This is an optimization exercise on Yosys and OpenROAD, whose aim is small area, not a production implementation. Only simulation tests tie the RTL to the original design; equivalence was not proved. No driver is modelled on the clock port, so clock power and skew are understated where the tree is cut down; a real chip needs a root buffer or a tree.

==> flow/design.v <==
module hbridgecontroller(
input PCLK,
input PRESERN,
input PSEL,
input PENABLE,
output wire PREADY,
output wire PSLVERR,
input PWRITE,
input [31:0] PADDR,
input wire [31:0] PWDATA,
output wire [31:0] PRDATA,
output reg motor1_pwm,
output reg motor2_pwm,
output wire [1:0] motor1_ctrl,
output wire [1:0] motor2_ctrl
);
assign PSLVERR = 1'b0;
assign PREADY = 1'b1;
wire mapped = ~|PADDR[15:4] & ~|PADDR[1:0];
wire wr = PSEL & PENABLE & PWRITE & mapped;
wire rd = PSEL & ~PWRITE & mapped;
wire [3:0] wsel = {4{wr}} & {PADDR[3] & PADDR[2], PADDR[3] & ~PADDR[2],
                             ~PADDR[3] & PADDR[2], ~PADDR[3] & ~PADDR[2]};
reg [7:0] q;
reg [9:0] r;
reg [8:0] m1, m2;
reg [1:0] k1, k2;
reg rev1, rev2;
reg rdata;
assign PRDATA = {31'b0, rdata};
assign motor1_ctrl = {~rev1, rev1};
assign motor2_ctrl = {~rev2, rev2};
wire [15:0] P = PWDATA[15:0];
wire ka = P[14];
wire kb = P[15];
wire [6:0] B = {kb & ka, kb & ~ka, ka | kb, ka ^ kb, ka, kb, ka};
wire [9:0] ac;
wire [8:0] mw;
assign ac[0] = 1'b0;
genvar i;
generate
    for (i = 0; i < 9; i = i + 1) begin : add29
        if (i < 7) begin : fa
            assign mw[i] = P[i] ^ B[i] ^ ac[i];
            assign ac[i+1] = (P[i] & B[i]) | (P[i] & ac[i]) | (B[i] & ac[i]);
        end else begin : ha
            assign mw[i] = P[i] ^ ac[i];
            assign ac[i+1] = P[i] & ac[i];
        end
    end
endgenerate
wire [4:0] H = P[13:9];
wire [4:0] L = {kb, ka, ka & kb, kb & ~ka, ka | kb};           
wire [4:0] L1 = {kb, ka, kb, ka, 1'b0};                      
wire h0 = ~ka & ~kb & ~|H;
wire valid = (h0 & (~mw[8] | ~|mw[7:0])) |
             ((ka | kb) & (ac[9] ? (H == L) : ((H == L1) & ~mw[8])));
wire lowd = ~|mw[8:4] | (h0 & (mw == 9'd16));
wire zero = valid & lowd;
wire [8:0] mst = {(~valid | mw[8]) & PRESERN, mw[7:5] & {3{PRESERN}},
                  mw[4:0] & {5{~zero & PRESERN}}};
wire [1:0] kst = {kb, ka} & {2{~zero & PRESERN}};
wire ld1 = ~PRESERN | wsel[2];
wire ld2 = ~PRESERN | wsel[3];
wire q255 = &q;
wire ovf = (r[9:1] == 9'b110000110) & (r[0] | q[0] | q[1]) & ~q255;
wire wrap = r[9] & r[8] & r[3] & r[2] & r[1];    
wire restart = ~PRESERN | wrap;
wire clr = restart | ovf;
wire [10:0] rc;
wire [9:0] rinc;
wire [8:0] qc;
wire [7:0] qinc;
assign rc[0] = 1'b1;
assign qc[0] = ovf;
generate
    for (i = 0; i < 10; i = i + 1) begin : rincr
        assign rinc[i] = r[i] ^ rc[i];
        assign rc[i+1] = r[i] & rc[i];
    end
    for (i = 0; i < 8; i = i + 1) begin : qincr
        assign qinc[i] = q[i] ^ qc[i];
        assign qc[i+1] = q[i] & qc[i];
    end
endgenerate
wire [9:0] rn = {rinc[9:1] & {9{~clr}}, (rinc[0] & ~clr) | restart};
wire [7:0] qn = qinc & {8{~restart}};
wire last = rn[9] & rn[8] & rn[3] & rn[2] & rn[1];   
wire rl0 = ~qn[0] & ~qn[1];                  
wire rl1 = ~(qn[0] ^ qn[1]);                 
wire rl2 = ~(qn[0] & ~qn[1]);                
wire e0 = ~|rn & rl0;                        
wire e1 = ~|rn[9:7];                         
wire e2 = ~rn[9] & ~rn[8] & ~(&rn[7:0] & ~rl2);                  
wire e3 = ~rn[9] & ~(rn[8] & rn[7]) & ~(rn[8] & &rn[6:0] & ~rl1);  
function cmp(input [8:0] m, input [1:0] k, input [3:0] e, input [7:0] qv, input lst);
    integer j;
    reg b;
    begin
        b = e[k];
        for (j = 0; j < 8; j = j + 1)
            b = (~qv[j] & m[j]) | (~qv[j] & b) | (m[j] & b);
        cmp = b | (m[8] & ~lst);
    end
endfunction
always @(posedge PCLK) begin
    q <= qn;
    r <= rn;
    motor1_pwm <= cmp(m1, k1, {e3, e2, e1, e0}, qn, last);
    motor2_pwm <= cmp(m2, k2, {e3, e2, e1, e0}, qn, last);
    if (ld1) begin m1 <= mst; k1 <= kst; end
    if (ld2) begin m2 <= mst; k2 <= kst; end
    if (~PRESERN | wsel[0]) rev1 <= PRESERN & |PWDATA;
    if (~PRESERN | wsel[1]) rev2 <= PRESERN & |PWDATA;
    if (rd)
        case (PADDR[3:2])
            2'd0: rdata <= ~rev1;
            2'd1: rdata <= ~rev2;
            2'd2: rdata <= m1[8];
            2'd3: rdata <= m2[8];
        endcase
end
endmodule
==> flow/config.mk <==
export PLATFORM = sky130hd
export DESIGN_NAME = hbridgecontroller
export DESIGN_NICKNAME = hbridgecontroller
export VERILOG_FILES = /design/flow/design.v
export SDC_FILE = /design/flow/constraint.sdc
export NUM_CORES = 4
export LEC_CHECK = 0
export ABC_AREA = 1
export CAP_MARGIN = 20
export CORE_MARGIN = 2
export CORE_UTILIZATION = 40
export SLEW_MARGIN = 20
==> flow/constraint.sdc <==
create_clock -name core_clock -period 30.0 [get_ports {PCLK}]
set_input_delay 6.0000 -clock core_clock [delete_from_list [all_inputs] [get_ports {PCLK}]]
set_output_delay 6.0000 -clock core_clock [all_outputs]
set_load 0.01 [all_outputs]
standard.sh (not shown) runs the stock make flow with config.mk's settings and CLKGATE_MAP_FILE= SYNTH_SCRIPT=/design/flow/synth_recipe.tcl, a recipe that flattens the netlist after the stock synthesis.
==> flow/flow/run.sh <==
#!/bin/bash
# Own layout flow: the standard flow (standard.sh) with
#  - synthesis as the standard flow's, except that ABC maps the logic with flow/abc_area.script
#    (AIG restructuring, then ABC's area-oriented mapper &nf) and adders are left to ABC
#    (ADDER_MAP_FILE empty) instead of ORFS's delay-oriented script; the flip-flops are
#    mapped before ABC runs, exactly as in the standard flow's synthesis. Synthesis runs four times,
#    with four seeds for ABC's restructuring, and the layout uses the smallest result,
#  - the smallest buffer (buf_1) for the port buffers,
#  - one tie cell per constant value instead of one per constant output,
#  - in place of ORFS's clock tree, three clkbuf_8 buffers driven by the clock port, each driving
#    a group of nearby flip-flops (flow/clock_buffers.tcl, run before CTS's step).
# Each tool's output goes to a log of its own in this folder.
set -euo pipefail
W=$PWD
F=$W/flow
sed "s#SYNTH_SCRIPT=[^ ]*synth_recipe.tcl#SYNTH_SCRIPT=$W/flow_synth.tcl ADDER_MAP_FILE=#" standard.sh > flow_standard.sh
grep -q "SYNTH_SCRIPT=$W/flow_synth.tcl ADDER_MAP_FILE=" flow_standard.sh
export BUFFER_PORTS_ARGS="-buffer_cell sky130_fd_sc_hd__buf_1"
export SKIP_REPAIR_TIE_FANOUT=1
export PRE_CTS_TCL=$F/clock_buffers.tcl
export FLOW_CLOCK_BUFFER=sky130_fd_sc_hd__clkbuf_8
export FLOW_CLOCK_GROUPS=3

synth_variant() {
  local s=$1
  sed "s/&deepsyn -T 60/&deepsyn -T 60 -S $s/" $F/abc_area.script > $W/abc_s$s.script
  {
    head -n 1 synth_recipe.tcl
    cat <<TCL
proc abc {args} {
  set i [lsearch -exact \$args -script]
  if {\$i >= 0} { lset args [expr {\$i + 1}] $W/abc_s$s.script }
  yosys abc {*}\$args
}
TCL
    tail -n +2 synth_recipe.tcl
  } > $W/flow_synth_s$s.tcl
  sed "s#WORK_HOME=[^ ]*#WORK_HOME=$W/orfs_s$s#; s#SYNTH_SCRIPT=$W/flow_synth.tcl#SYNTH_SCRIPT=$W/flow_synth_s$s.tcl#" \
    flow_standard.sh > $W/flow_standard_s$s.sh
  bash $W/flow_standard_s$s.sh synth > $W/synth_s$s.log 2>&1
}
SEEDS="1 2 3 4"
for s in $SEEDS; do synth_variant $s & done
wait
best=""
best_area=""
for s in $SEEDS; do
  f=$W/orfs_s$s/reports/sky130hd/hbridgecontroller/base/synth_stat.txt
  [[ -f $f ]] || continue
  a=$(awk '/Chip area for module/ {print $NF}' $f)
  echo "seed $s: synthesis area $a" | tee -a $W/synth_choice.log
  if [[ -z $best ]] || awk "BEGIN {exit !($a < $best_area)}"; then best=$s; best_area=$a; fi
done
[[ -n $best ]]
echo "using seed $best" | tee -a $W/synth_choice.log
cp $W/abc_s$best.script $W/abc_chosen.script
cp $W/flow_synth_s$best.tcl $W/flow_synth.tcl
rm -rf $W/orfs
mv $W/orfs_s$best $W/orfs
bash flow_standard.sh > layout.log 2>&1
Other scripts of this flow, unchanged in this note and not shown: flow/flow/abc_area.script, flow/flow/clock_buffers.tcl
==> next run, changes <==
--- a/flow/design.v
+++ b/flow/design.v
@@ -19,11 +19,11 @@
 wire mapped = ~|PADDR[15:4] & ~|PADDR[1:0];
 wire wr = PSEL & PENABLE & PWRITE & mapped;
 wire rd = PSEL & ~PWRITE & mapped;
 wire [3:0] wsel = {4{wr}} & {PADDR[3] & PADDR[2], PADDR[3] & ~PADDR[2],
                              ~PADDR[3] & PADDR[2], ~PADDR[3] & ~PADDR[2]};
-reg [7:0] q;
+reg [8:0] q;
 reg [9:0] r;
 reg [8:0] m1, m2;
 reg [1:0] k1, k2;
 reg rev1, rev2;
 reg rdata;
@@ -54,62 +54,59 @@
 wire [4:0] L1 = {kb, ka, kb, ka, 1'b0};                      
 wire h0 = ~ka & ~kb & ~|H;
 wire valid = (h0 & (~mw[8] | ~|mw[7:0])) |
              ((ka | kb) & (ac[9] ? (H == L) : ((H == L1) & ~mw[8])));
 wire lowd = ~|mw[8:4] | (h0 & (mw == 9'd16));
-wire zero = valid & lowd;
-wire [8:0] mst = {(~valid | mw[8]) & PRESERN, mw[7:5] & {3{PRESERN}},
-                  mw[4:0] & {5{~zero & PRESERN}}};
-wire [1:0] kst = {kb, ka} & {2{~zero & PRESERN}};
+wire keep = valid & ~lowd & PRESERN;
+wire [8:0] mst = {(~valid | mw[8]) & PRESERN, mw[7:0] & {8{keep}}};
+wire [1:0] kst = {kb, ka} & {2{keep}};
 wire ld1 = ~PRESERN | wsel[2];
 wire ld2 = ~PRESERN | wsel[3];
-wire q255 = &q;
-wire ovf = (r[9:1] == 9'b110000110) & (r[0] | q[0] | q[1]) & ~q255;
-wire wrap = r[9] & r[8] & r[3] & r[2] & r[1];    
+wire ovf = (r[9:1] == 9'b110000110) & (r[0] | q[0] | q[1]);
+wire wrap = q[8] & r[0];                 
 wire restart = ~PRESERN | wrap;
 wire clr = restart | ovf;
 wire [10:0] rc;
 wire [9:0] rinc;
-wire [8:0] qc;
-wire [7:0] qinc;
+wire [9:0] qc;
+wire [8:0] qinc;
 assign rc[0] = 1'b1;
 assign qc[0] = ovf;
 generate
     for (i = 0; i < 10; i = i + 1) begin : rincr
         assign rinc[i] = r[i] ^ rc[i];
         assign rc[i+1] = r[i] & rc[i];
     end
-    for (i = 0; i < 8; i = i + 1) begin : qincr
+    for (i = 0; i < 9; i = i + 1) begin : qincr
         assign qinc[i] = q[i] ^ qc[i];
         assign qc[i+1] = q[i] & qc[i];
     end
 endgenerate
 wire [9:0] rn = {rinc[9:1] & {9{~clr}}, (rinc[0] & ~clr) | restart};
-wire [7:0] qn = qinc & {8{~restart}};
-wire last = rn[9] & rn[8] & rn[3] & rn[2] & rn[1];   
+wire [8:0] qn = qinc & {9{~restart}};
 wire rl0 = ~qn[0] & ~qn[1];                  
 wire rl1 = ~(qn[0] ^ qn[1]);                 
 wire rl2 = ~(qn[0] & ~qn[1]);                
 wire e0 = ~|rn & rl0;                        
 wire e1 = ~|rn[9:7];                         
 wire e2 = ~rn[9] & ~rn[8] & ~(&rn[7:0] & ~rl2);                  
 wire e3 = ~rn[9] & ~(rn[8] & rn[7]) & ~(rn[8] & &rn[6:0] & ~rl1);  
-function cmp(input [8:0] m, input [1:0] k, input [3:0] e, input [7:0] qv, input lst);
+function cmp(input [8:0] m, input [1:0] k, input [3:0] e, input [8:0] qv);
     integer j;
     reg b;
     begin
         b = e[k];
-        for (j = 0; j < 8; j = j + 1)
+        for (j = 0; j < 9; j = j + 1)
             b = (~qv[j] & m[j]) | (~qv[j] & b) | (m[j] & b);
-        cmp = b | (m[8] & ~lst);
+        cmp = b;
     end
 endfunction
 always @(posedge PCLK) begin
     q <= qn;
     r <= rn;
-    motor1_pwm <= cmp(m1, k1, {e3, e2, e1, e0}, qn, last);
-    motor2_pwm <= cmp(m2, k2, {e3, e2, e1, e0}, qn, last);
+    motor1_pwm <= cmp(m1, k1, {e3, e2, e1, e0}, qn);
+    motor2_pwm <= cmp(m2, k2, {e3, e2, e1, e0}, qn);
     if (ld1) begin m1 <= mst; k1 <= kst; end
     if (ld2) begin m2 <= mst; k2 <= kst; end
     if (~PRESERN | wsel[0]) rev1 <= PRESERN & |PWDATA;
     if (~PRESERN | wsel[1]) rev2 <= PRESERN & |PWDATA;
     if (rd)
Result: Synthesized area increases by about 2.6%. Die area increases by about 2.5%. Cell count increases by 2.7%. Register-to-register slack loses 280 ps. Wire length decreases by 2.7%. Design area increases by 2.6%. Sequential share of layout area decreases by 0.37 points.
In every run of this note, the design's own scripts or RTL, not TritonCTS, make the clock network.

[afterwards: timing with drivers on the ports]
No port has a modelled driver above. Below, the same layouts with a new extraction and two added sets of constraints.
Step 1 sets driving cells, clkbuf_16 on the clock port and buf_2 on the other inputs (assumed; they add their load-dependent delay and slew).
Step 2, shift: input delay + t, output delay - t, t = (earliest + latest rising clock arrival at the registers) / 2. This alone moves slack from input paths to output paths.
a / b / c = ideal ports / drivers / drivers and shift; a / b = the first two.
run	shift t [ns]	setup slack, ns	worst hold slack (ns)	latest minus earliest clock arrival (ns)	cell pins on the clock port's net
the first run	0.191	20.366 / 20.390 / 20.199	0.499 / 0.499 / 0.499	0.016 / 0.017	3
the second run	0.187	20.377 / 20.397 / 20.210	0.515 / 0.515 / 0.515	0.036 / 0.036	3
After both steps setup and hold are still met in every run listed.
